This design comes from an exercise in tuning for small area and a short achievable clock period on the open sky130 flow, not from production work. Function was not checked in any run shown here: the RTL went through the layout flow alone.

### flow/config.mk
export PLATFORM = sky130hd
export DESIGN_NAME = top_level
export DESIGN_NICKNAME = top_level
export VERILOG_FILES = /design/flow/design.v
export SDC_FILE = /design/flow/constraint.sdc
export NUM_CORES = 4
export LEC_CHECK = 0
export ABC_AREA = 1
export CAP_MARGIN = 20
export CORE_MARGIN = 2
export CORE_UTILIZATION = 40
export SLEW_MARGIN = 20
### flow/constraint.sdc
create_clock -name core_clock -period 13.5 [get_ports {clk}]
set_input_delay 2.7000 -clock core_clock [delete_from_list [all_inputs] [get_ports {clk}]]
set_output_delay 2.7000 -clock core_clock [all_outputs]
set_load 0.01 [all_outputs]
### flow/design.v
module top_level(f1,f2,p,in_1,in_2,out,clk,clk2);
input [7:0]in_1, in_2;
input clk;
input clk2;
input [15:0]p;   
input [15:0]f1,f2;  
output [15:0]out;
wire       nz1_d, nz2_d;
wire [2:0] k1_d, k2_d;
wire [6:0] xf1_d, xf2_d;
convert cv1 (.int8(in_1), .nz(nz1_d), .k(k1_d), .xf(xf1_d));
convert cv2 (.int8(in_2), .nz(nz2_d), .k(k2_d), .xf(xf2_d));
reg        nz1, nz2, s1, s2;
reg  [2:0] k1, k2;
reg  [4:0] be1, be2;
reg  [6:0] xf1, xf2;
reg  [9:0] bm1, bm2;
always @(posedge clk) begin
  nz1 <= nz1_d;  nz2 <= nz2_d;
  k1  <= k1_d;   k2  <= k2_d;
  xf1 <= xf1_d;  xf2 <= xf2_d;
  s1  <= f1[15]; s2  <= f2[15];
  be1 <= f1[14:10]; be2 <= f2[14:10];
  bm1 <= f1[9:0]; bm2 <= f2[9:0];
end
wire [18:7] P1_d, P2_d;
mult mu1 (.xf(xf1), .bm(bm1), .P(P1_d));
mult mu2 (.xf(xf2), .bm(bm2), .P(P2_d));
reg [18:7] P1, P2;
reg [4:0]  e1, e2;
reg        z1, z2, t1, t2;
always @(posedge clk) begin
  P1 <= P1_d;  P2 <= P2_d;
  e1 <= be1 + {2'b00, k1};
  e2 <= be2 + {2'b00, k2};
  z1 <= nz1;   z2 <= nz2;
  t1 <= s1;    t2 <= s2;
end
wire [15:0] m1, m2;
mult_norm mn1 (.nz(z1), .s(t1), .e0(e1), .P(P1), .C(m1));
mult_norm mn2 (.nz(z2), .s(t2), .e0(e2), .P(P2), .C(m2));
wire        sge;
wire [13:0] sML_d, sMS_d;
wire [4:0]  sLe_d;
wire        sLs_d, sop_d, sbz_d;
compare_adder #(.W(15)) cp1 (.A(m1[14:0]), .B(m2[14:0]), .ge(sge));
shift_adder sa1 (.A(m1), .B(m2), .ge(sge), .ML(sML_d), .MS(sMS_d), .Le(sLe_d), .Ls(sLs_d), .op(sop_d), .bz(sbz_d));
reg [13:0] sML, sMS;
reg [4:0]  sLe;
reg        sLs, sop, sbz;
always @(posedge clk) begin
  sML <= sML_d;
  sMS <= sMS_d;
  sLe <= sLe_d;
  sLs <= sLs_d;
  sop <= sop_d;
  sbz <= sbz_d;
end
wire [14:0] sR;
wire [15:0] S_sum;
main_adder ma1 (.ML(sML), .MS(sMS), .op(sop), .R(sR));
normalize  no1 (.R(sR), .Le(sLe), .Ls(sLs), .bz(sbz), .Z(S_sum));
wire [15:0] Y;
mux mx (.in1(out), .in2(p), .sel(clk2), .out(Y));
wire ge_p, ge_o;
compare_adder #(.W(15)) cpp (.A(S_sum[14:0]), .B(p[14:0]),   .ge(ge_p));
compare_adder #(.W(15)) cpo (.A(S_sum[14:0]), .B(out[14:0]), .ge(ge_o));
reg [15:0] aA, aB;
reg        age;
always @(posedge clk) begin
  aA  <= S_sum;
  aB  <= Y;
  age <= clk2 ? ge_p : ge_o;
end
wire [13:0] oML, oMS;
wire [4:0]  oLe_d, oE1_d;
wire        oLs_d, oop, obz_d;
wire [14:0] oR_d, oR2_d;
shift_adder sa2 (.A(aA), .B(aB), .ge(age), .ML(oML), .MS(oMS), .Le(oLe_d), .Ls(oLs_d), .op(oop), .bz(obz_d));
main_adder  ma2 (.ML(oML), .MS(oMS), .op(oop), .R(oR_d));
norm_hi     nh2 (.R(oR_d), .Le(oLe_d), .R2(oR2_d), .E1(oE1_d));
reg [14:0] oR2;
reg [4:0]  oE1;
reg        oLs, obz;
always @(posedge clk) begin
  oR2 <= oR2_d;
  oE1 <= oE1_d;
  oLs <= oLs_d;
  obz <= obz_d;
end
norm_lo nl2 (.R2(oR2), .E1(oE1), .Ls(oLs), .bz(obz), .Z(out));
endmodule
module convert(int8, nz, k, xf);
input  [7:0] int8;
output       nz;
output [2:0] k;
output [6:0] xf;
wire [7:0] x = int8;
wire [7:0] h;
assign h[7] = x[7];
assign h[6] = ~x[7] & x[6];
assign h[5] = ~|x[7:6] & x[5];
assign h[4] = ~|x[7:5] & x[4];
assign h[3] = ~|x[7:4] & x[3];
assign h[2] = ~|x[7:3] & x[2];
assign h[1] = ~|x[7:2] & x[1];
assign h[0] = ~|x[7:1] & x[0];
genvar j, q;
generate
  for (j = 0; j < 7; j = j + 1) begin : bitj
    wire [7:0] t;
    for (q = 0; q < 8; q = q + 1) begin : pos
      if (j - 7 + q >= 0) begin : v
        assign t[q] = h[q] & x[j - 7 + q];
      end else begin : z
        assign t[q] = 1'b0;
      end
    end
    assign xf[j] = |t;
  end
endgenerate
assign nz = |x;
assign k[2] = |x[7:4];
assign k[1] = h[7] | h[6] | h[3] | h[2];
assign k[0] = h[7] | h[5] | h[3] | h[1];
endmodule
module mult(xf, bm, P);
input  [6:0]  xf;
input  [9:0]  bm;
output [18:7] P;
wire [18:0] p = {1'b1, xf} * {1'b1, bm};
assign P = p[18:7];
endmodule
module mult_norm(nz, s, e0, P, C);
input         nz;
input         s;
input  [4:0]  e0;
input  [18:7] P;
output [15:0] C;
wire       n  = P[18];
wire [4:0] e1;
adder #(.W(5)) u_e1 (.A(e0), .B(5'd0), .ci(1'b1), .S(e1));
wire [9:0] m  = n ? P[17:8] : P[16:7];
wire [4:0] E  = n ? e1 : e0;
assign C = nz ? {s, E, m} : 16'h0000;
endmodule
module main_adder(ML, MS, op, R);
input  [13:0] ML, MS;
input         op;
output [14:0] R;
adder #(.W(15)) u_add (.A({1'b0, ML}), .B({op, MS ^ {14{op}}}), .ci(op), .S(R));
endmodule
module norm_hi(R, Le, R2, E1);
input  [14:0] R;
input  [4:0]  Le;
output [14:0] R2;
output [4:0]  E1;
wire        z8 = ~|R[14:7];
wire [14:0] R1 = z8 ? {R[6:0], 8'b0} : R;
wire        z4 = ~|R1[14:11];
assign R2 = z4 ? {R1[10:0], 4'b0} : R1;
wire [4:0]  c0, c1, c2, c3;
adder #(.W(5)) u_c0 (.A(Le), .B(5'd1),  .ci(1'b0), .S(c0));
adder #(.W(5)) u_c1 (.A(Le), .B(5'd29), .ci(1'b0), .S(c1));
adder #(.W(5)) u_c2 (.A(Le), .B(5'd25), .ci(1'b0), .S(c2));
adder #(.W(5)) u_c3 (.A(Le), .B(5'd21), .ci(1'b0), .S(c3));
assign E1 = z8 ? (z4 ? c3 : c2) : (z4 ? c1 : c0);
endmodule
module norm_lo(R2, E1, Ls, bz, Z);
input  [14:0] R2;
input  [4:0]  E1;
input         Ls;
input         bz;
output [15:0] Z;
wire        z2 = ~|R2[14:13];
wire [14:0] R3 = z2 ? {R2[12:0], 2'b0} : R2;
wire        z1 = ~R3[14];
wire [9:0]  mt = z1 ? R3[12:3] : R3[13:4];
wire [4:0]  d1, d2, d3;
adder #(.W(5)) u_d1 (.A(E1), .B(5'd31), .ci(1'b0), .S(d1));
adder #(.W(5)) u_d2 (.A(E1), .B(5'd30), .ci(1'b0), .S(d2));
adder #(.W(5)) u_d3 (.A(E1), .B(5'd29), .ci(1'b0), .S(d3));
wire [4:0]  E  = z2 ? (z1 ? d3 : d2) : (z1 ? d1 : E1);
assign Z = bz ? 16'h0000 : {Ls, E, mt};
endmodule
module normalize(R, Le, Ls, bz, Z);
input  [14:0] R;
input  [4:0]  Le;
input         Ls;
input         bz;
output [15:0] Z;
wire [14:0] R2;
wire [4:0]  E1;
norm_hi u_h (.R(R), .Le(Le), .R2(R2), .E1(E1));
norm_lo u_l (.R2(R2), .E1(E1), .Ls(Ls), .bz(bz), .Z(Z));
endmodule
module compare_adder #(parameter W = 15) (A, B, ge);
input  [W-1:0] A, B;
output         ge;
localparam N = (W <= 1) ? 1 : (W <= 2) ? 2 : (W <= 4) ? 4 : (W <= 8) ? 8 : (W <= 16) ? 16 : 32;
localparam LV = (N == 1) ? 0 : (N == 2) ? 1 : (N == 4) ? 2 : (N == 8) ? 3 : (N == 16) ? 4 : 5;
wire [N-1:0] gt0, lt0;
genvar i, l;
generate
  for (i = 0; i < N; i = i + 1) begin : leaf
    if (i < W) begin : b
      assign gt0[i] = A[i] & ~B[i];
      assign lt0[i] = ~A[i] & B[i];
    end else begin : z
      assign gt0[i] = 1'b0;
      assign lt0[i] = 1'b0;
    end
  end
  for (l = 0; l <= LV; l = l + 1) begin : lvl
    wire [(N >> l)-1:0] gt, lt;
    if (l == 0) begin : base
      assign gt = gt0;
      assign lt = lt0;
    end else begin : comb
      for (i = 0; i < (N >> l); i = i + 1) begin : node
        wire gh = lvl[l-1].gt[2*i+1], lh = lvl[l-1].lt[2*i+1];
        wire gl = lvl[l-1].gt[2*i],   ll = lvl[l-1].lt[2*i];
        assign gt[i] = gh | (~lh & gl);
        assign lt[i] = lh | (~gh & ll);
      end
    end
  end
endgenerate
assign ge = ~lvl[LV].lt[0];
endmodule
module shift_adder(A, B, ge, ML, MS, Le, Ls, op, bz);
input  [15:0] A, B;
input         ge;
output [13:0] ML, MS;
output [4:0]  Le;
output        Ls;
output        op;
output        bz;
wire [15:0] L = ge ? A : B;
wire [9:0]  Sm = ge ? B[9:0] : A[9:0];
wire [4:0]  d_ab, d_ba;
adder #(.W(5)) u_ab (.A(A[14:10]), .B(~B[14:10]), .ci(1'b1), .S(d_ab));
adder #(.W(5)) u_ba (.A(B[14:10]), .B(~A[14:10]), .ci(1'b1), .S(d_ba));
wire [4:0]  sh = ge ? d_ab : d_ba;
assign ML = {1'b1, L[9:0], 3'b000};
assign MS = {1'b1, Sm, 3'b000} >> sh;
assign Le = L[14:10];
assign Ls = L[15];
assign op = A[15] ^ B[15];
assign bz = (A == 16'h0000) & (B == 16'h0000);
endmodule
module adder #(parameter W = 15) (A, B, ci, S);
input  [W-1:0] A, B;
input          ci;
output [W-1:0] S;
localparam LV = (W <= 2) ? 1 : (W <= 4) ? 2 : (W <= 8) ? 3 : (W <= 16) ? 4 : 5;
wire [W:0] g0 = {A & B, ci};
wire [W:0] p0 = {A ^ B, 1'b0};
genvar i, l;
generate
  for (l = 0; l <= LV; l = l + 1) begin : lvl
    wire [W:0] g, p;
    if (l == 0) begin : base
      assign g = g0;
      assign p = p0;
    end else begin : comb
      for (i = 0; i <= W; i = i + 1) begin : node
        if ((i >> (l-1)) & 1) begin : op
          localparam integer J = ((i >> (l-1)) << (l-1)) - 1;
          assign g[i] = lvl[l-1].g[i] | (lvl[l-1].p[i] & lvl[l-1].g[J]);
          assign p[i] = lvl[l-1].p[i] & lvl[l-1].p[J];
        end else begin : pass
          assign g[i] = lvl[l-1].g[i];
          assign p[i] = lvl[l-1].p[i];
        end
      end
    end
  end
endgenerate
assign S = p0[W:1] ^ lvl[LV].g[W-1:0];
endmodule
module mux(in1, in2, sel, out);
input  [15:0] in1, in2;
input         sel;
output [15:0] out;
assign out = sel ? in2 : in1;
endmodule
### flow/run.sh
#!/bin/bash
# synth_recipe.tcl (not shown) runs the flow's synth.tcl, then flattens the netlist and writes it again
# the make line also repeats each setting of config.mk as NAME=value (left out here)
make -C /OpenROAD-flow-scripts/flow DESIGN_CONFIG=/design/flow/config.mk WORK_HOME=/design/flow/orfs CLKGATE_MAP_FILE= SYNTH_SCRIPT=/design/flow/synth_recipe.tcl finish
==> results of run 1 <==
-- cells in the final DEF, fill, tap and decap left out, types with 29 or more instances in the layout --
cell type / netlist / routed
inv_1: 463 / 463
dfxtp_1: 178 / 178
clkdlybuf4s50_1: 0 / 81
ha_1: 146 / 146
a21oi_1: 76 / 76
nand3_1: 101 / 101
nor3_1: 29 / 29
nand2_1: 614 / 614
nor2_1: 177 / 177
fa_1: 120 / 120
o21ai_0: 142 / 142
xor2_1: 64 / 64
-- critical path: stages, from the launching register on --
cell,delay (ps)
dfxtp_1,390
inv_1,100
a21oi_1,720
inv_1,440
nor2_1,180
o21ai_0,110
nor2_1,320
clkdlybuf4s50_1,620
-- registers in the layout (all words and copies together), names as in the netlist, 3 cells and up --
name and cells:
e2 5, P2 12, sMS 14, oR2 14, P1 12, e1 5
k2 3, ma1.ML 10, bm2 10, sLe 5, be2 5, bm1 10
xf1 7, k1 3, aB 16, aA 16, oE1 5, xf2 7
be1 5
-- through the flow --
| step | hold slack [ps] | area (um2) |
|---|---|---|
| detailed placement | 312 | 18100 |
| floorplan | 310 | 16900 |
| global route | 348 | 18700 |
| CTS | 331 | 18700 |
| global placement | 314 | 18100 |
| finish | 329 | 18700 |
-- cells by family (layout without fill, tap and decap cells) --
family | Yosys count | after routing | share of synthesized area
AO/OA/AOI/OAI | 317 | 317 | 0.108
XOR/XNOR | 86 | 86 | 0.0461
adder cells (fa/ha/maj) | 266 | 266 | 0.250
buffers and inverters | 538 | 593 | 0.125
flip-flops | 178 | 178 | 0.211
multiplexers | 7 | 7 | 0.00414
AND/OR/NAND/NOR | 1023 | 1023 | 0.256
-- cell type report --
class | instances | area [um2]
clock buffers | 18 | 439
inverters | 480 | 1810
flip-flops and latches | 178 | 3560
well taps | 539 | 674
clock inverters | 13 | 170
repair buffers | 82 | 818
multi-input cells | 1699 | 11200
fillers | 4248 | 23100
-- routing by layer --
layer / track usage / up-vias / wire length (um)
li1: - / 7589 / -
met1: 0.242 / 6812 / 18700
met2: 0.370 / 281 / 21700
met3: 0.0355 / 62 / 1580
met4: 0.0704 / 0 / 1090
met5: 0 / - / 0
-- final timing paths --
kind,slack [ps],start,to
max reg2reg,7770,sop,age
min reg2reg,330,nz1,z1
min,330,nz1,z1
max,7450,oR2[13],out[13]
==> results.txt, run 1 <==
The insertion delay of the later-clocked pin in the worst-skew pair came out at approximately 480 ps. The area added between synthesis and finish came out at 10.6%.

The startpoint type of the worst setup path is a register. The setup TNS is 0 ps. The layout net count came out at roughly 2.8k. Data on the critical path arrives at its endpoint at ~3400 ps. The post-synthesis average cell area is 7.01 um2. The number of buffers added to fix hold violations after cts is 0. The clock root buffer is clkbuf_16. The number of DRC violations after detailed routing came out at 0. The number of inserted diodes came out at 0.

The number of buffers added on ports is between 80 and 90. The worst setup path is of the register to output pin kind. Counting along the longest clock path gives a buffer depth of 2.

After detailed routing, the average wire length per cell comes to between 10 and 15 um. The type of the worst min-delay path is register to register. Timing would allow up to ~0.17 GHz. In the post-synthesis netlist, the cell with the most instances is nand2_1. The number of library cell types mapped by synthesis came out at 60. The post-CTS setup repair buffer count came out at 0. During I/O placement, the number of pins put on the boundary was just over 80. The effective utilization at floorplan came out at 0.404.

The die covers ~44000 um2. The global-route wire length before repair came out at between 70 and 80 mm. The post-route worst setup slack is approximately 7400 ps.

The largest fanout on the critical path is 15. The routed layout has between 10k and 15k vias. The maximum number of pins on one net before global-route repair is 54. The required time of the critical path is roughly 11000 ps. Clock tree synthesis found a total of about 180 sinks.

The total track usage came out at 0.204. The clock arrives with ~11 ps of skew. The final critical-path share of the clock period came out at 0.448.

The number of clock buffers inserted by TritonCTS is 17. Once detail routing completed, the nets flagged for antenna violations numbered 0. The net count after synthesis is between 2k and 3k. The post-synthesis cell count came out at 2415. The top cell type's share of synthesized area is 0.211. The count of cells along the worst register-to-register path is 36.

The number of cells on the worst hold path came out at 0. At the end of the flow the core is filled with cells to 0.447. The flip-flop cell with the highest count after synthesis is dfxtp_1. The number of H-tree levels came out at 4. The count of final hold-check violations is 0.

Setup repair after global routing left no endpoint under its margin. The minimum clock period after layout is ~6100 ps. The final number of max-transition violations is 0.

The max-capacitance violation count is 0. The worst-margin pin slew is around 920 ps. The clock-pin slew on the worst setup and hold paths came out at 70 ps. The flow ran to the end and the layout has no timing, DRC or antenna violations. After the first detailed-routing iteration, the DRC count stood at roughly 750. The pre-antenna-repair detailed-routing pass consisted of 7 iterations. The area of the core region came out at around 42000 um2. The share of layout cells above drive strength 1 came out at 0.0433. The synthesized design contains approximately 180 register bits. The floorplan step set the die height to approximately 210 um. The largest total area in the synthesized netlist belongs to dfxtp_1. The mean number of vias per cell is around 4.9.

The total overflow reported by the global router came out at 0. Gates resized during post-CTS repair numbered 0. Ranked by total cell area, the synthesized netlist is headed by dfxtp_1 (21%), fa_1 (14%), nand2_1 (14%). TritonCTS built the clock tree.

The worst setup timing slack at the placement stage is ~7800 ps. The number of enable-type register cells in the synthesized netlist is 0. The worst-case headroom to the max-slew limit came out at 0.388.

The synthesized netlist occupies a cell area of between 15000 and 20000 um2. At the end of routability-driven placement, the weighted congestion stood at slightly below 1. Ranked by instance count, the synthesized netlist is headed by nand2_1 (614), inv_1 (463), dfxtp_1 (178). The sequential share of the synthesized area is 0.211. The via count of the first global-routing pass is ~15k. The number of antenna violations at the first check in global routing is 0. The total placed cells including tap cells is just under 3k. The total routed wirelength came out at between 40 and 50 mm. For this run, asynchronously set or reset flops after synthesis account for 0. The final HPWL from detailed placement is about 36 mm.

The Yosys warning count came out at 1. The number of placement rows is between 70 and 80. The die extent in x is 210 um. STA classifies the critical path endpoint as an output pin. The final standard cell count with taps included and fillers excluded is 3009.

Setup violations remaining at the end of the flow were counted as 0.
==> inputs of run 2 (changes only) <==
==> flow/flow/run.sh (new file) <==
#!/bin/bash
set -euo pipefail
bash standard.sh synth > synth.log 2>&1
bash standard.sh SETUP_SLACK_MARGIN=9 "BUFFER_PORTS_ARGS=-buffer_cell sky130_fd_sc_hd__buf_2" finish > layout.log 2>&1
==> flow/standard.sh (new file) <==
#!/bin/bash
# synth_recipe.tcl (not shown) runs the flow's synth.tcl, then flattens the netlist and writes it again
# the make line also repeats each setting of config.mk as NAME=value (left out here)
make -C /OpenROAD-flow-scripts/flow DESIGN_CONFIG=/design/flow/config.mk WORK_HOME=/design/flow/orfs CLKGATE_MAP_FILE= SYNTH_SCRIPT=/design/flow/synth_recipe.tcl "${@:-finish}"
removed: flow/run.sh
==> run 2 against run 1 <==
Still clean; critical path depth grew 24; global-route usage is 0.72 points higher; critical path type is now register to register; highest routed layer unchanged.
==> results.txt, run 2 <==
The flow ran to the end and the layout has no timing, DRC or antenna violations. The top cell type's share of synthesized area came out at 0.211 (unchanged). The worst-margin pin slew is 815 ps (-102 ps). The length of the first detailed-routing pass in iterations came out at 5 (-2). The number of cells on the worst hold path is 0 (unchanged). The min-delay analysis places its worst path in the category register to register.

The effective utilization at floorplan came out at 0.404 (unchanged). TritonCTS built the clock tree. The global-route wire length before repair is 74.1 mm (+3.4%).

The routed wirelength normalized by instance count was 14.8 um (+3.4%). The count of final hold-check violations came to 0 (unchanged). The mean number of vias per cell came out at 4.98 (+1.7%). The number of inserted diodes came out at 0 (unchanged). The worst setup path is captured at a register. The number of DRC violations after detailed routing was 0 (unchanged).

The clock-pin slew on the worst setup and hold paths is 70 ps (about the same). The maximum clock frequency is 0.198 GHz (+20%). The number of enable-type register cells in the synthesized netlist came out at 0 (unchanged). The remaining antenna violation count after routing is 0 (unchanged).

The number of clock sinks seen by CTS came out at 178 (unchanged). The layout net count came to 2978 (+6.7%). Leaving out fill and tap cells, the most frequent cells in the layout are nand2_1 (577), inv_1 (429), nor2_1 (150). By area the synthesized netlist is led by dfxtp_1 (21%), fa_1 (14%), nand2_1 (14%). The arrival time at the worst endpoint is 5440 ps (+2090 ps). The destination of the worst register-to-register timing path is oE1[4]. The setup TNS came out at 0 ps (unchanged). The standard cell with the maximum stage delay on the critical path is fa_1.

The sequential share of the synthesized area was 0.211 (unchanged). STA classifies the critical path startpoint as a register. The number of antenna violations at the first check in global routing came out at 0 (unchanged). The total track usage was 0.211 (+0.00722). In the synthesized netlist, the cells that appear most often are nand2_1 (614), inv_1 (463), dfxtp_1 (178). The insertion delay of the later-clocked pin in the worst-skew pair came to 490 ps (about the same).

The end of the worst hold path is z2. The total overflow reported by the global router was 0 (unchanged). The post-synthesis average cell area came out at 7.01 um2 (unchanged). The number of H-tree levels is 4 (unchanged). The required time of the critical path came out at 13880 ps (+3080 ps). The clock root buffer is clkbuf_16. The maximum root-to-sink buffer count is 2 (unchanged).

The share of layout cells above drive strength 1 is 0.233 (+0.189). The full die area is 44000 um2 (unchanged). From synthesis to final layout, the design area changed by 25.0%.

The count of cells along the worst register-to-register path came to 31 (-14%). The post-synthesis cell count is 2415 (unchanged).

The largest fanout on the critical path was 8 (-7). The maximum number of pins on one net before global-route repair is 54 (unchanged). The number of placement rows is 75 (unchanged). The async set-or-reset flop fraction in the synthesized netlist came to 0 (unchanged). Leaving out fill and tap cells, the most frequent cell in the layout is nand2_1.

The worst stage delay on the critical path came to 480 ps (-240 ps). The cell that appears most often on the critical path is nand2_2. The worst reg-to-reg setup slack came out at 8450 ps (+680 ps). The height of the chip is 210 um (unchanged). The number of buffers added on ports came to 81 (unchanged). The final HPWL from detailed placement is 33.9 mm (-4.6%).

The die extent in x was 210 um (unchanged). The synthesized area is 16900 um2 (unchanged). In this run the critical register-to-register path is launched from aA[10]. The final count of negative-setup-slack endpoints came to 0 (unchanged). By startpoint and endpoint, the worst setup path is classified as register to register. The maximum clock skew at final layout was 9.74 ps (-1.14 ps).

The number of fill cells in the layout came to 4015 (-5.5%). In the synthesized netlist the dominant register cell turns out to be dfxtp_1.

The largest total area in the synthesized netlist belongs to dfxtp_1. The total of flip-flops plus latches after synthesis is 178 (unchanged). Setup repair after global routing could not meet its margin everywhere. The via count of the first global-routing pass is 15.4k (+4.3%). The max-capacitance violation count came out at 0 (unchanged). The final number of max-transition violations is 0 (unchanged).

The minimum clock period after layout is 5050 ps (-1000 ps). The library cell with the highest instance count after synthesis is nand2_1. The Yosys warning count is 1 (unchanged). The net count after synthesis is 2747 (unchanged).

The number of clock buffers inserted by TritonCTS is 17 (unchanged). The total routed wirelength is 47.3 mm (+9.9%). The total I/O pin count is 82 (unchanged). The largest registers in the layout are aA: 16 flops, aB: 16 flops. The final critical-path share of the clock period came out at 0.374 (-0.0743). The final weighted congestion in routability-driven placement is 0.926 (-3.8%). In this run the most critical hold path is launched from nz2. The worst-case headroom to the max-slew limit came to 0.456 (+0.0677).

The starting DRC count in detailed routing came out at 900 (+20%). The area of the core region came out at 41900 um2 (unchanged). The number of library cell types mapped by synthesis came out at 60 (unchanged). The overall via count from detail_route came to 15.9k (+8.1%).
run 2: cell count changes in the layout (fill, tap and decap cells not counted), moves of 32 or more:
cell,delta
buf_2,+80
buf_4,+140
buf_6,+32
clkdlybuf4s50_1,-81
dfxtp_1,-36
inv_1,-34
nand2_1,-37
o21ai_0,-33
run 2: cell families after synthesis:
kind of cell               Yosys count  share of synthesized area
muxes                                7                    0.00414
and+or+nand+nor                   1023                      0.256
adders and majority gates          266                      0.250
DFF                                178                      0.211
AOI/OAI and AO/OA                  317                      0.108
xor gates and xnor gates            86                     0.0461
buffers and inverters              538                      0.125
run 2: per-stage QoR:
stage / area (um2) / hold WS [ps] / util / setup WS [ps] / std cells
6_report: 21200 / 330 / 0.506 / 8450 / 3197
5_1_grt: 21200 / 333 / 0.506 / 8210 / 3197
4_1_cts: 19900 / 333 / 0.475 / 8620 / 3127
3_5_place_dp: 17800 / 316 / 0.425 / 7850 / 2979
3_3_place_gp: 17800 / 313 / 0.425 / 8040 / 2979
2_1_floorplan: 17000 / 310 / - / 8980 / 2415
run 2: final cells by class:
class | count | area (um2) | share of cell area
flip-flops and latches | 178 | 3670 | 0.174
clock inverters | 12 | 123 | 0.00580
inverters | 480 | 1850 | 0.0876
clock buffers | 19 | 433 | 0.0205
multi-input cells | 1703 | 12300 | 0.583
well taps | 539 | 674 | 0.0319
repair buffers | 265 | 2060 | 0.0976
repair inverters | 1 | 8.76 | 0.000414
run 2: worst max-delay path, delay by kind of cell (launching register included):
family                   cells  cell delay [ps]
AND/OR/NAND/NOR             12             1230
XOR/XNOR                     2              400
buffers and inverters        7              810
flip-flops                   1              340
adder cells (fa/ha/maj)      4             1210
AO/OA/AOI/OAI                6              950
run 2: worst max-delay path by stage:
stage | startpoint | end | depth (start not counted)
after floorplan | xf1[2] | P1[16] | 23
after global placement | sop | age | 33
after detailed placement | sop | age | 33
after CTS | oE1[2] | out[14] | 10
after global routing | aB[10] | oE1[4] | 31
final | aA[10] | oE1[4] | 31
run 2: per-layer routing:
metal  routed length, um  GRT usage
met1               19300      0.243
met2               24100      0.381
met3                2220     0.0416
met4                1670     0.0893
met5                   0          0
run 2: repair_timing:
item | CTS | global route
hold buffers | 0 | 0
buffers inserted | 113 | 65
endpoints found under the hold margin | 0 | 0
gates cloned | 4 | 5
pin swaps | 59 | 127
setup endpoints to repair | 66 | 54
gates resized for setup | 187 | 209
==> inputs of run 3 (changes only) <==
==> flow/flow/run.sh (replaced) <==
#!/bin/bash
set -euo pipefail
bash standard.sh synth > synth.log 2>&1
bash standard.sh SETUP_SLACK_MARGIN=8 TNS_END_PERCENT=0 "BUFFER_PORTS_ARGS=-buffer_cell sky130_fd_sc_hd__buf_2" finish > layout.log 2>&1
==> run 3 against run 2 <==
Via count down 6.9%; core utilization down 6.4 points; synthesized cell count unchanged; routed wire length down 11%; clock skew up 1.3 ps; maximum frequency down 4.5%; sequential cell count unchanged; final area down 13%; register-to-register slack worse by 20 ps.
==> results.txt, run 3 <==
The startpoint type of the worst setup path is a register. The share of layout cells above drive strength 1 came out at 0.0855 (-0.147). The number of H-tree levels came out at 4 (unchanged). The synthesized area came out at 16900 um2 (unchanged). In the layout the commonest cells are nand2_1 (613), inv_1 (463), dfxtp_1 (175).

The total I/O pin count was 82 (unchanged). The final number of max-transition violations is 0 (unchanged). The insertion delay of the later-clocked pin in the worst-skew pair came out at 480 ps (about the same).

The number of enable-type register cells in the synthesized netlist came out at 0 (unchanged). The routed wirelength normalized by instance count was 13.9 um (-6.0%). Leaving out fill and tap cells, the most frequent cell in the layout is nand2_1.

TritonCTS built the clock tree. The largest fanout on the critical path came to 17 (+9). By startpoint and endpoint, the worst setup path is classified as register to output pin. The number of library cell types mapped by synthesis is 60 (unchanged). The utilization of the core after routing is 0.441 (-0.0642). The signal on the critical path passes through nor2_4 -> inv_1 -> o21ai_0 -> nor2_1 -> nor3_1 -> buf_2. The number of placement rows was 75 (unchanged).

The clock-pin slew on the worst setup and hold paths came out at 80 ps (about the same). After synthesis, the most frequently instantiated cells are nand2_1 (614), inv_1 (463), dfxtp_1 (178). The length of the first detailed-routing pass in iterations is 5 (unchanged). The full die area came out at 44000 um2 (unchanged). The sequential cell area came to 3570 um2 (-2.8%). The post-synthesis average cell area came out at 7.01 um2 (unchanged). The flip-flop cell with the highest count after synthesis is dfxtp_1. The type of the worst min-delay path is register to register.

The standard cell with the maximum stage delay on the critical path is nor3_1. STA classifies the critical path endpoint as an output pin. The async set-or-reset flop fraction in the synthesized netlist is 0 (unchanged).

The final HPWL from detailed placement is 34.6 mm (+1.8%). In this run the clock root is driven by a clkbuf_16. The largest registers in the layout are aA: 16 flops, aB: 16 flops.

The area added between synthesis and finish is 9.18%. The number of clock sinks seen by CTS came out at 178 (unchanged).

The net count after synthesis came out at 2747 (unchanged). The sequential share of the synthesized area was 0.211 (unchanged). The final standard cell count with taps included and fillers excluded came out at 3019 (-5.6%).

The maximum clock frequency is 0.189 GHz (-4.5%). The gate family responsible for the most delay along the worst path is simple AND/OR/NAND/NOR gates. The count of buffer and inverter cells on the critical path came out at 2 (-5).

The number of fill cells in the layout is 4368 (+8.8%). The top cell type's share of synthesized area is 0.211 (unchanged). The max-capacitance violation count was 0 (unchanged). The minimum clock period after layout was 5290 ps (+237 ps). The maximum clock skew at final layout was 11.0 ps (+1.31 ps). The footprint of the multi-input gates is 11400 um2 (-7.9%). The arrival time at the worst endpoint was 2590 ps (-2850 ps). The required time of the critical path came out at 10800 ps (-3080 ps). By instance count, the leading cell after synthesis is nand2_1.

The area of the core region is 41900 um2 (unchanged). The mean number of vias per cell came to 4.91 (-1.4%). The layout net count is 2799 (-6.0%). The worst stage delay on the critical path came to 420 ps (-60 ps). The remaining antenna violation count after routing is 0 (unchanged).

The number of DRC violations after detailed routing is 0 (unchanged). The number of inserted diodes was 0 (unchanged). Setup repair after global routing could not meet its margin everywhere.

The worst-margin pin slew is 813 ps (-2.16 ps). The post-synthesis cell count came to 2415 (unchanged). The maximum number of pins on one net before global-route repair came to 54 (unchanged). The count of final hold-check violations is 0 (unchanged).

The starting DRC count in detailed routing came to 728 (-19%). The final critical-path share of the clock period came out at 0.392 (+0.0175). The height of the chip is 210 um (unchanged).

The effective utilization at floorplan came to 0.404 (unchanged). The setup TNS came to 0 ps (unchanged). The flow ran to the end and the layout has no timing, DRC or antenna violations. The die extent in x came out at 210 um (unchanged).

The worst-case headroom to the max-slew limit came out at 0.454 (-0.00213). The total routed wirelength is 42.0 mm (-11%). The maximum root-to-sink buffer count is 2 (unchanged). The final weighted congestion in routability-driven placement is 0.933 (+0.74%). The via count of the first global-routing pass is 14.5k (-6.1%). The total overflow reported by the global router is 0 (unchanged). The total of flip-flops plus latches after synthesis was 178 (unchanged). The number of antenna violations at the first check in global routing is 0 (unchanged). The Yosys warning count came out at 1 (unchanged). The leading area contributor after synthesis is dfxtp_1. The number of clock buffers inserted by TritonCTS was 17 (unchanged). By area the synthesized netlist is led by dfxtp_1 (21%), fa_1 (14%), nand2_1 (14%). The final count of negative-setup-slack endpoints was 0 (unchanged). The number of buffers added on ports was 81 (unchanged). The global-route wire length before repair came out at 70.2 mm (-5.3%). The overall via count from detail_route came out at 14.8k (-6.9%). The total placed cells including tap cells came to 2980 (+0.034%). The total track usage is 0.199 (-0.0124).
[run 3: cell type report]
type / instances / share of cell area
flip-flops and latches: 178 / 0.193
repair buffers: 91 / 0.0260
multi-input cells: 1699 / 0.615
clock inverters: 15 / 0.00867
clock buffers: 17 / 0.0230
inverters: 480 / 0.0979
well taps: 539 / 0.0365
[run 3: logic make-up after synthesis]
| family | count (synthesis) | share of synthesized area |
|---|---|---|
| AOI/OAI and AO/OA | 317 | 0.108 |
| muxes | 7 | 0.00414 |
| buffers and inverters | 538 | 0.125 |
| and+or+nand+nor | 1023 | 0.256 |
| adders and majority gates | 266 | 0.250 |
| xor gates and xnor gates | 86 | 0.0461 |
| DFF | 178 | 0.211 |
[run 3: layer usage]
metal	vias up	global-route usage	routed length [um]
met3	60	0.0331	1410
met2	276	0.357	20900
met1	6896	0.240	18600
met5	-	0	0
met4	0	0.0690	1090
li1	7605	-	-
[run 3: path summary, 6_finish.rpt]
check	end	slack, ps	depth (start not counted)	startpoint
setup / recovery	out[7]	8210	6	oR2[14]
hold / removal	z2	330	0	nz2
setup reg to reg	P1[16]	8430	22	xf1[2]
hold reg to reg	z2	330	0	nz2
[run 3: metrics by stage]
step | cell area (um2) | hold WS (ps) | setup WS, ps
after global placement | 17700 | 317 | 7980
final | 18500 | 333 | 8210
after floorplan | 16900 | 310 | 8720
after global routing | 18500 | 346 | 7970
after detailed placement | 17700 | 316 | 7750
after CTS | 18300 | 336 | 7970
[run 3: repair_timing]
item,4_1_cts,5_1_grt
pin swaps,0,6
buffers inserted,0,7
hold buffers,0,0
setup endpoints to repair,6,19
gates resized for setup,3,25
hold endpoints to repair,0,0
==> inputs of run 4 (changes only) <==
==> flow/flow/run.sh (replaced) <==
#!/bin/bash
set -euo pipefail
bash standard.sh synth > synth.log 2>&1
bash standard.sh SETUP_SLACK_MARGIN=9 TNS_END_PERCENT=0 "BUFFER_PORTS_ARGS=-buffer_cell sky130_fd_sc_hd__buf_2" finish > layout.log 2>&1
==> run 4 against run 3 <==
Maximum frequency up 8.2%; via count increased by 2.0%; first-iteration DRC count rose by 24%; clock skew shrank 1.3 ps; area after synthesis unchanged; die area did not move; core utilization grew 1.6 points; sequential share of layout area down 0.49 points.
==> results.txt, run 4 <==
The count of final hold-check violations is 0 (unchanged). The max-capacitance violation count was 0 (unchanged). The full die area is 44000 um2 (unchanged). The maximum root-to-sink buffer count is 2 (unchanged). The async set-or-reset flop fraction in the synthesized netlist came out at 0 (unchanged).

The required time of the critical path is 13870 ps (+3070 ps). The count of buffer and inverter cells on the critical path is 4 (+2). The sequential cell area came out at 3600 um2 (+0.88%). The capturing element type of the critical path is a register. In the final layout, the registers with the most flip-flops are aA: 16 flops, aB: 16 flops. The number of antenna violations at the first check in global routing came to 0 (unchanged). The die extent in x came out at 210 um (unchanged). The height of the chip is 210 um (unchanged). The final count of negative-setup-slack endpoints is 0 (unchanged). Grouping stages by cell kind, the critical path spends the most delay in adder cells. The arrival time at the worst endpoint is 5250 ps (+2660 ps). The count of cells along the worst register-to-register path came out at 26 (+18%). The run finished with no timing, DRC or antenna violations. Ranked by total cell area, the synthesized netlist is headed by dfxtp_1 (21%), fa_1 (14%), nand2_1 (14%).

The number of clock buffers inserted by TritonCTS is 17 (unchanged). The final critical-path share of the clock period came to 0.362 (-0.0298). The number of enable-type register cells in the synthesized netlist came out at 0 (unchanged).

The mean number of vias per cell is 4.95 (+0.77%). The total of flip-flops plus latches after synthesis is 178 (unchanged). The layout net count came out at 2838 (+1.4%). The final weighted congestion in routability-driven placement is 0.923 (-1.1%).

The synthesized area came out at 16900 um2 (unchanged). The minimum clock period after layout came out at 4890 ps (-402 ps). The length of the first detailed-routing pass in iterations is 5 (unchanged). The number of buffers added on ports came to 81 (unchanged).

The number of fill cells in the layout is 4265 (-2.4%). The final number of max-transition violations is 0 (unchanged). The area added between synthesis and finish is 13.0%. The path type of the worst setup path is register to register. The total I/O pin count came out at 82 (unchanged). Among all stages on the critical path, the largest delay is contributed by fa_2.

The worst hold path belongs to the class register to register. The maximum clock skew at final layout is 9.71 ps (-1.34 ps). The total number of cells along the worst setup path came out at 26 (+20). The root buffer cell chosen for the clock tree is clkbuf_16. The number of buffers added to fix hold violations after cts came out at 0 (unchanged). The total track usage came out at 0.199 (about the same). The startpoint type of the worst setup path is a register. The clock-pin slew on the worst setup and hold paths came out at 70 ps (about the same). Among all flip-flop cells after synthesis, the most frequent one is dfxtp_1.

TritonCTS built the clock tree. The share of layout cells above drive strength 1 came out at 0.125 (+0.0392). The number of inserted diodes came to 0 (unchanged). The footprint of the multi-input gates came out at 11600 um2 (+2.2%).

The number of library cell types mapped by synthesis came out at 60 (unchanged). The worst reg-to-reg setup slack came out at 8610 ps (+180 ps). The effective utilization at floorplan is 0.404 (unchanged). The maximum clock frequency came out at 0.205 GHz (+8.2%). Leaving out fill and tap cells, the most frequent cell in the layout is nand2_1. The post-synthesis average cell area came out at 7.01 um2 (unchanged). The sequential share of the synthesized area is 0.211 (unchanged).

The overall via count from detail_route is 15.1k (+2.0%). The starting DRC count in detailed routing came out at 902 (+24%). The number of DRC violations after detailed routing is 0 (unchanged). The number of placement rows came out at 75 (unchanged). The net count after synthesis is 2747 (unchanged). The final standard cell count with taps included and fillers excluded came out at 3057 (+1.3%).

The via count of the first global-routing pass was 14.8k (+2.5%). The setup TNS came to 0 ps (unchanged). Setup repair after global routing could not meet its margin everywhere. The number of clock sinks seen by CTS came to 178 (unchanged).

The routed wirelength normalized by instance count came to 14.0 um (+0.73%). By instance count, the cell type seen most on the critical path is nand2_1. The largest fanout on the critical path came out at 11 (-6). The area of the core region came to 41900 um2 (unchanged). After synthesis, the most frequently instantiated cells are nand2_1 (614), inv_1 (463), dfxtp_1 (178). The insertion delay of the later-clocked pin in the worst-skew pair is 480 ps (about the same). The biggest area contributor in the post-synthesis netlist is dfxtp_1.

The final HPWL from detailed placement was 34.3 mm (-0.80%). The post-synthesis cell count is 2415 (unchanged). The hold slack is 329 ps (-4.01 ps). The worst stage delay on the critical path is 550 ps (+130 ps). In the post-synthesis netlist, the cell with the most instances is nand2_1. The total overflow reported by the global router came to 0 (unchanged).

The maximum number of pins on one net before global-route repair came out at 54 (unchanged). In the layout the commonest cells are nand2_1 (607), inv_1 (458), nor2_1 (172). The top cell type's share of synthesized area is 0.211 (unchanged). The total placed cells including tap cells was 2978 (-0.067%). The total routed wirelength came to 42.8 mm (+2.0%). The remaining antenna violation count after routing is 0 (unchanged). The global-route wire length before repair is 70.5 mm (+0.39%). The Yosys warning count came to 1 (unchanged). The number of cells on the worst hold path is 0 (unchanged). The number of H-tree levels is 4 (unchanged).

The worst-margin pin slew is 877 ps (+63.7 ps). The worst-case headroom to the max-slew limit came out at 0.411 (-0.0428).
## run 4: cell counts after synthesis
No cell type changed its count.
## run 4: area by class of cell
cell class,instances,area share
clock buffers,17,0.0222
clock inverters,14,0.00949
inverters,480,0.0953
multi-input cells,1700,0.607
flip-flops and latches,178,0.188
well taps,539,0.0353
repair buffers,129,0.0430
## run 4: cells by family after synthesis
family | synth area share
adders and majority gates | 0.250
muxes | 0.00414
DFF | 0.211
buffers and inverters | 0.125
xor gates and xnor gates | 0.0461
and+or+nand+nor | 0.256
AOI/OAI and AO/OA | 0.108
## run 4: per-stage QoR
step                cell area, um2  worst slack, ps  utilization
floorplan                    17000             8980            -
detailed placement           17800             7950        0.424
global route                 19100             8350        0.457
CTS                          18800             8630        0.450
finish                       19100             8610        0.457
global placement             17800             8060        0.424
## run 4: metal layers
layer	share of wire	GRT usage	wire length, um
met5	0	0	0
met3	0.039	0.0323	1680
met1	0.43	0.234	18300
met4	0.029	0.0844	1260
met2	0.50	0.358	21600
## run 4: final timing paths
check,startpoint,to
max,aA[10],oE1[3]
min reg2reg,nz1,z1
min,nz1,z1
max reg2reg,aA[10],oE1[3]
## run 4: timing repair
item | CTS | global route
pin swaps | 26 | 21
cloned | 0 | 1
buffers inserted | 28 | 19
hold endpoints to repair | 0 | 0
gates resized for setup | 72 | 32
endpoints found under the setup margin | 68 | 67
## run 4: worst reg2reg max path, delay by kind of cell (launching register included)
family / cells / cell delay (ps)
adders and majority gates: 3 / 1440
DFF: 1 / 340
buffers and inverters: 4 / 570
xor gates and xnor gates: 1 / 150
AOI/OAI and AO/OA: 6 / 1080
and+or+nand+nor: 12 / 1220
==> inputs of run 5 (changes only) <==
==> flow/flow/run.sh (replaced) <==
#!/bin/bash
# Own layout flow: the standard synthesis, then the standard layout
# with port buffers as buf_2 cells and a larger repair_timing setup margin.
set -euo pipefail
bash standard.sh synth > synth.log 2>&1
bash standard.sh SETUP_SLACK_MARGIN=9 TNS_END_PERCENT=20 "BUFFER_PORTS_ARGS=-buffer_cell sky130_fd_sc_hd__buf_2" finish > layout.log 2>&1
==> run 5 against run 4 <==
Area after synthesis did not move; clock skew up 3.9 ps; core utilization is 1.4 points higher; largest cell class unchanged; still clean on timing, DRC and antenna; sequential cell count stayed put; first-iteration DRC count is 11% higher; critical endpoint is now out[14]; critical path depth shrank 14; register-to-register slack better by 95 ps.
==> results.txt, run 5 <==
The run finished with no timing, DRC or antenna violations. The worst stage delay on the critical path came to 330 ps (-220 ps). The effective utilization at floorplan was 0.404 (unchanged). The final weighted congestion in routability-driven placement came out at 0.945 (+2.4%). The total routed wirelength is 43.8 mm (+2.2%).

The die extent in x is 210 um (unchanged). The maximum root-to-sink buffer count was 2 (unchanged). Of all cell types, the one taking the most synthesized area is dfxtp_1. The path type of the worst setup path is register to output pin. The worst setup path is launched from a register. The maximum clock skew at final layout came out at 13.6 ps (+3.86 ps).

The setup TNS is 0 ps (unchanged). The final HPWL from detailed placement was 34.0 mm (-0.89%). In the final layout, the registers with the most flip-flops are aA: 16 flops, aB: 16 flops.

The remaining antenna violation count after routing came to 0 (unchanged). The insertion delay of the later-clocked pin in the worst-skew pair is 490 ps (about the same). The share of layout cells above drive strength 1 came out at 0.165 (+0.0400).

The height of the chip came out at 210 um (unchanged). The number of antenna violations at the first check in global routing is 0 (unchanged). The sequential share of the synthesized area is 0.211 (unchanged).

The total I/O pin count is 82 (unchanged). The routed wirelength normalized by instance count came out at 14.1 um (+0.95%). The number of inserted diodes came out at 0 (unchanged). The number of DRC violations after detailed routing came out at 0 (unchanged). In the layout the commonest cells are nand2_1 (596), inv_1 (440), nor2_1 (159).

The number of clock buffers inserted by TritonCTS is 17 (unchanged). The Yosys warning count was 1 (unchanged). The synthesized area is 16900 um2 (unchanged). The layout net count was 2875 (+1.3%). The mean number of vias per cell is 4.98 (+0.63%).

The number of library cell types mapped by synthesis came out at 60 (unchanged). The net count after synthesis is 2747 (unchanged). The number of placement rows is 75 (unchanged).

The worst reg-to-reg setup slack came out at 8710 ps (+100 ps). The final count of negative-setup-slack endpoints came out at 0 (unchanged). The area of the core region came out at 41900 um2 (unchanged). Clock tree synthesis selected as its root buffer the cell clkbuf_16.

The library cell used most frequently in the layout, excluding fill and tap cells, is nand2_1. By instance count, the leading cell after synthesis is nand2_1. The length of the first detailed-routing pass in iterations was 7 (+2). The number of H-tree levels came to 4 (unchanged). The total of flip-flops plus latches after synthesis is 178 (unchanged).

The via count of the first global-routing pass is 14.9k (+0.43%). The maximum number of pins on one net before global-route repair is 54 (unchanged). The starting DRC count in detailed routing is 1000 (+11%). The number of buffers added on ports came to 81 (unchanged). Setup repair after global routing could not meet its margin everywhere.

The number of fill cells in the layout is 4127 (-3.2%). The final number of max-transition violations is 0 (unchanged). The largest fanout on the critical path came out at 3 (-8). Yosys attributes the largest share of cell area to dfxtp_1 (21%), fa_1 (14%), nand2_1 (14%). The flip-flop cell with the highest count after synthesis is dfxtp_1. The post-synthesis cell count is 2415 (unchanged). The total overflow reported by the global router is 0 (unchanged). Traced cell by cell, the critical path runs through buf_4 -> ha_1 -> a21oi_2 -> ha_2 -> nand2_1 -> nand3_1 -> o211ai_1 -> inv_1 -> or2_4 -> nand3_4 -> inv_4 -> buf_6.

The worst-case headroom to the max-slew limit is 0.439 (+0.0284). STA classifies the critical path endpoint as an output pin. The number of enable-type register cells in the synthesized netlist was 0 (unchanged). The full die area was 44000 um2 (unchanged). The minimum clock period after layout is 4950 ps (+67.4 ps). The maximum clock frequency came out at 0.202 GHz (-1.4%). The worst-margin pin slew is 834 ps (-42.3 ps).

The cell family contributing the most delay on the critical path is buffers and inverters. The overall via count from detail_route is 15.4k (+1.9%). The count of buffer and inverter cells on the critical path is 4 (unchanged). The placed cell area came out at 17800 um2 (about the same). The post-synthesis average cell area is 7.01 um2 (unchanged). The required time of the critical path was 10800 ps (-3070 ps). The global-route wire length before repair is 71.6 mm (+1.5%). The final critical-path share of the clock period came out at 0.367 (+0.00500).

The arrival time at the worst endpoint was 2250 ps (-3000 ps). The number of clock sinks seen by CTS is 178 (unchanged). The clock tree from TritonCTS is built. Relative to the synthesized area, the layout overhead comes to 16.5%.

On the critical path, the stage with the largest delay is an instance of dfxtp_2. The total track usage came out at 0.202 (+0.00296). The clock-pin slew on the worst setup and hold paths is 80 ps (about the same). The final design area excluding fillers came out at 19700 um2 (+3.1%). The type of the worst min-delay path is register to register.

The max-capacitance violation count is 0 (unchanged). The count of final hold-check violations was 0 (unchanged). The async set-or-reset flop fraction in the synthesized netlist came out at 0 (unchanged). The top cell type's share of synthesized area came out at 0.211 (unchanged). By count the netlist is led by nand2_1 (614), inv_1 (463), dfxtp_1 (178).
==> run 5: cell families after synthesis <==
logic type,count (synthesis),synth area share
and+or+nand+nor,1023,0.256
muxes,7,0.00414
xor gates and xnor gates,86,0.0461
DFF,178,0.211
adders and majority gates,266,0.250
buffers and inverters,538,0.125
AOI/OAI and AO/OA,317,0.108
==> run 5: final cells by class <==
cell class              instances  area (um2)  share of cell area
flip-flops and latches        178        3640               0.184
multi-input cells            1702       11900               0.603
inverters                     480        1830              0.0930
clock inverters                13         138             0.00698
well taps                     539         674              0.0342
repair buffers                164        1110              0.0564
clock buffers                  19         443              0.0225
==> run 5: repair_timing <==
action | in CTS | in global routing
gates resized for setup | 96 | 115
cloned | 4 | 1
pin swaps | 39 | 53
buffers inserted | 52 | 27
setup endpoints to repair | 67 | 61
hold buffers | 0 | 0
==> run 5: final timing paths <==
check / start / end / depth (start not counted)
worst max-delay path: oE1[1] / out[14] / 12
worst min-delay path: s2 / t2 / 0
worst max register to register: aA[12] / oE1[3] / 29
worst min register to register: s2 / t2 / 0
==> run 5: metrics by stage <==
step	hold slack (ps)	util	setup WS (ps)	cells
4_1_cts	332	0.457	8610	3067
3_3_place_gp	315	0.425	8040	2979
5_1_grt	340	0.471	8430	3095
3_5_place_dp	313	0.425	7880	2979
6_report	332	0.471	8550	3095
2_1_floorplan	310	-	8980	2415
==> run 5: per-layer routing <==
| metal | global-route usage | wire, um |
|---|---|---|
| met3 | 0.0322 | 1780 |
| met5 | 0 | 0 |
| met4 | 0.0873 | 1470 |
| met2 | 0.359 | 22100 |
| met1 | 0.241 | 18400 |
==> inputs of run 6 (changes only) <==
==> flow/flow/run.sh (replaced) <==
#!/bin/bash
# Own layout flow: the standard synthesis, then the standard layout
# with port buffers as buf_2 cells and a larger repair_timing setup margin.
set -euo pipefail
bash standard.sh synth > synth.log 2>&1
bash standard.sh SETUP_SLACK_MARGIN=10 TNS_END_PERCENT=0 "BUFFER_PORTS_ARGS=-buffer_cell sky130_fd_sc_hd__buf_2" finish > layout.log 2>&1
==> run 6 against run 5 <==
Clock skew grew 1.6 ps; sequential share of layout area is 0.16 points higher; via count fell by 0.77%; still clean on timing, DRC and antenna; die area did not move.
==> results.txt, run 6 <==
The arrival time at the worst endpoint came out at 2240 ps (about the same). The gate family responsible for the most delay along the worst path is compound AO/OA/AOI/OAI gates. By count the netlist is led by nand2_1 (614), inv_1 (463), dfxtp_1 (178).

The type of the worst min-delay path is register to register. STA classifies the critical path endpoint as an output pin. The effective utilization at floorplan is 0.404 (unchanged). The async set-or-reset flop fraction in the synthesized netlist came out at 0 (unchanged). The final critical-path share of the clock period is 0.366 (-0.00110). The required time of the critical path came out at 10800 ps (about the same). The number of library cell types mapped by synthesis is 60 (unchanged). The total placed cells including tap cells is 2979 (unchanged). The minimum clock period after layout is 4940 ps (-14.8 ps). The via count of the first global-routing pass came out at 15.1k (+1.3%). The top cell type's share of synthesized area is 0.211 (unchanged). The cell that appears most often on the critical path is o21ai_0.

The largest total area in the synthesized netlist belongs to dfxtp_1. The die extent in x is 210 um (unchanged). The total track usage came out at 0.203 (+0.00137). The sequential cell area came out at 3610 um2 (-0.72%). The final number of max-transition violations is 0 (unchanged). The clock root buffer is clkbuf_16. The number of inserted diodes was 0 (unchanged). The number of H-tree levels is 4 (unchanged).

The insertion delay of the later-clocked pin in the worst-skew pair is 480 ps (about the same). The maximum number of pins on one net before global-route repair came out at 54 (unchanged). TritonCTS built the clock tree. The clock-pin slew on the worst setup and hold paths was 70 ps (about the same). The worst stage delay on the critical path is 540 ps (+210 ps).

The area of the core region came to 41900 um2 (unchanged). The worst-case headroom to the max-slew limit came out at 0.467 (+0.0273). For this run, the leading register cell type out of synthesis is dfxtp_1. The height of the chip is 210 um (unchanged).

The final count of negative-setup-slack endpoints came out at 0 (unchanged). The number of buffers added to fix hold violations after cts is 0 (unchanged). The setup TNS is 0 ps (unchanged). The total of flip-flops plus latches after synthesis came out at 178 (unchanged). The post-synthesis average cell area is 7.01 um2 (unchanged). The total I/O pin count is 82 (unchanged). The length of the first detailed-routing pass in iterations came out at 5 (-2). The final standard cell count with taps included and fillers excluded was 3076 (-0.61%). The number of placement rows came to 75 (unchanged).

The maximum clock frequency is 0.203 GHz (+0.30%). The global-route wire length before repair came to 72.6 mm (+1.4%). After synthesis, the cell types taking the most area are dfxtp_1 (21%), fa_1 (14%), nand2_1 (14%). The final weighted congestion in routability-driven placement came out at 0.928 (-1.8%). The net count after synthesis came out at 2747 (unchanged).

The number of antenna violations at the first check in global routing is 0 (unchanged). The hold slack is 330 ps (-2.43 ps). The critical path is of the register to output pin type. The post-synthesis cell count was 2415 (unchanged).

The number of fill cells in the layout is 4178 (+1.2%). The Yosys warning count came out at 1 (unchanged). Among all stages on the critical path, the largest delay is contributed by dfxtp_1.

The maximum clock skew at final layout is 15.2 ps (+1.62 ps). The footprint of the multi-input gates came out at 11700 um2 (-1.4%). The starting DRC count in detailed routing came to 932 (-6.8%). The final HPWL from detailed placement was 34.3 mm (+0.90%). The count of final hold-check violations is 0 (unchanged). The number of buffers added on ports came to 81 (unchanged).

The remaining antenna violation count after routing came out at 0 (unchanged). The max-capacitance violation count is 0 (unchanged). The overall via count from detail_route came out at 15.3k (-0.77%). The flow ran to the end and the layout has no timing, DRC or antenna violations. STA classifies the critical path startpoint as a register.

The library cell with the highest instance count after synthesis is nand2_1. Setup repair after global routing could not meet its margin everywhere. The sequential share of the synthesized area is 0.211 (unchanged).

The commonest non-fill, non-tap cell in the layout is nand2_1. The largest registers in the layout are aA: 16 flops, aB: 16 flops. The number of enable-type register cells in the synthesized netlist was 0 (unchanged). In the layout the commonest cells are nand2_1 (601), inv_1 (449), nor2_1 (167).

The synthesized area is 16900 um2 (unchanged). The share of layout cells above drive strength 1 came out at 0.143 (-0.0212). The number of DRC violations after detailed routing is 0 (unchanged).

The largest fanout on the critical path is 10 (+7). The routed wirelength normalized by instance count is 14.2 um (+0.26%). The count of buffer and inverter cells on the critical path came out at 2 (-2). The area added between synthesis and finish is 14.7%.

The full die area came out at 44000 um2 (unchanged). The total routed wirelength is 43.6 mm (-0.35%).

The total overflow reported by the global router is 0 (unchanged). The mean number of vias per cell is 4.98 (-0.15%). The worst-margin pin slew is 794 ps (-40.6 ps).

The number of clock buffers inserted by TritonCTS is 17 (unchanged). The maximum root-to-sink buffer count came out at 2 (unchanged). The number of clock sinks seen by CTS was 178 (unchanged).

Walking the worst path, the cells encountered are nor2_4 -> buf_4 -> o21ai_0 -> o21ai_0 -> a21oi_1 -> buf_2. The layout net count was 2856 (-0.66%).
-- run 6: area by class of cell --
type | count | area share
inverters | 480 | 0.0944
clock inverters | 15 | 0.00851
well taps | 539 | 0.0347
clock buffers | 17 | 0.0219
repair buffers | 147 | 0.0513
multi-input cells | 1700 | 0.603
flip-flops and latches | 178 | 0.186
-- run 6: what timing repair did --
action | in CTS | in global routing
gates cloned | 1 | 1
pin swaps | 32 | 43
setup buffers | 31 | 32
resized for setup | 79 | 67
setup endpoints to repair | 92 | 107
-- run 6: logic make-up (layout without fill, tap and decap cells) --
group                      Yosys count  after routing  share of synthesized area
muxes                                7              7                    0.00414
DFF                                178            178                      0.211
adders and majority gates          266            266                      0.250
xor gates and xnor gates            86             86                     0.0461
and+or+nand+nor                   1023           1024                      0.256
AOI/OAI and AO/OA                  317            317                      0.108
buffers and inverters              538            659                      0.125
-- run 6: final timing paths --
| check | slack, ps | from | cells past startpoint | to |
|---|---|---|---|---|
| worst min-delay path | 330 | nz2 | 0 | z2 |
| worst min register to register | 330 | nz2 | 0 | z2 |
| worst max-delay path | 8560 | oR2[14] | 6 | out[0] |
| worst max register to register | 8570 | aA[12] | 29 | oE1[3] |
-- run 6: metrics by stage --
stage / cell area, um2 / util / setup WS, ps
after CTS: 18900 / 0.452 / 8650
after detailed placement: 17800 / 0.424 / 7900
after global routing: 19400 / 0.464 / 8360
final: 19400 / 0.464 / 8560
after global placement: 17800 / 0.424 / 8050
after floorplan: 17000 / - / 8980
-- run 6: routing by layer --
metal  wire [um]  vias to the layer above  GRT usage  part of all wire
met2       22000                      347      0.366              0.50
li1            -                     7727          -                 -
met3        1570                       91     0.0289             0.036
met4        1440                        0     0.0861             0.033
met5           0                        -          0                 0
met1       18700                     7141      0.241              0.43

[re-timing with driven ports]
How much do the figures lean on ideal ports? The routed layouts below were timed once more, with nothing changed but the port constraints. Step 1 assumes that a clkbuf_16 drives the clock port and a buf_2 every other input. Step 2 adds t to the input delays and takes it off the output delays; t is the mean of the earliest and latest rising clock arrival at the registers after step 1. Input paths then give back, and output paths get back, about the clock's delay inside the block. a / b / c = ideal ports / drivers / drivers and shift; a / b = the first two.
run	shift t [ns]	slack for setup (ns)	worst setup path at the end	clock arrival spread, ns
run 1	0.536	7.446 / 7.388 / 7.774	register to register	0.014 / 0.014
run 2	0.541	8.449 / 8.449 / 8.449	register to register	0.009 / 0.010
run 3	0.535	8.213 / 8.153 / 8.431	register to register	0.015 / 0.014
run 4	0.525	8.615 / 8.576 / 8.615	register to register	0.010 / 0.010
run 5	0.540	8.548 / 8.491 / 8.712	register to register	0.013 / 0.013
run 6	0.528	8.562 / 8.507 / 8.566	register to register	0.019 / 0.019
After both steps setup and hold are still met in every run listed.
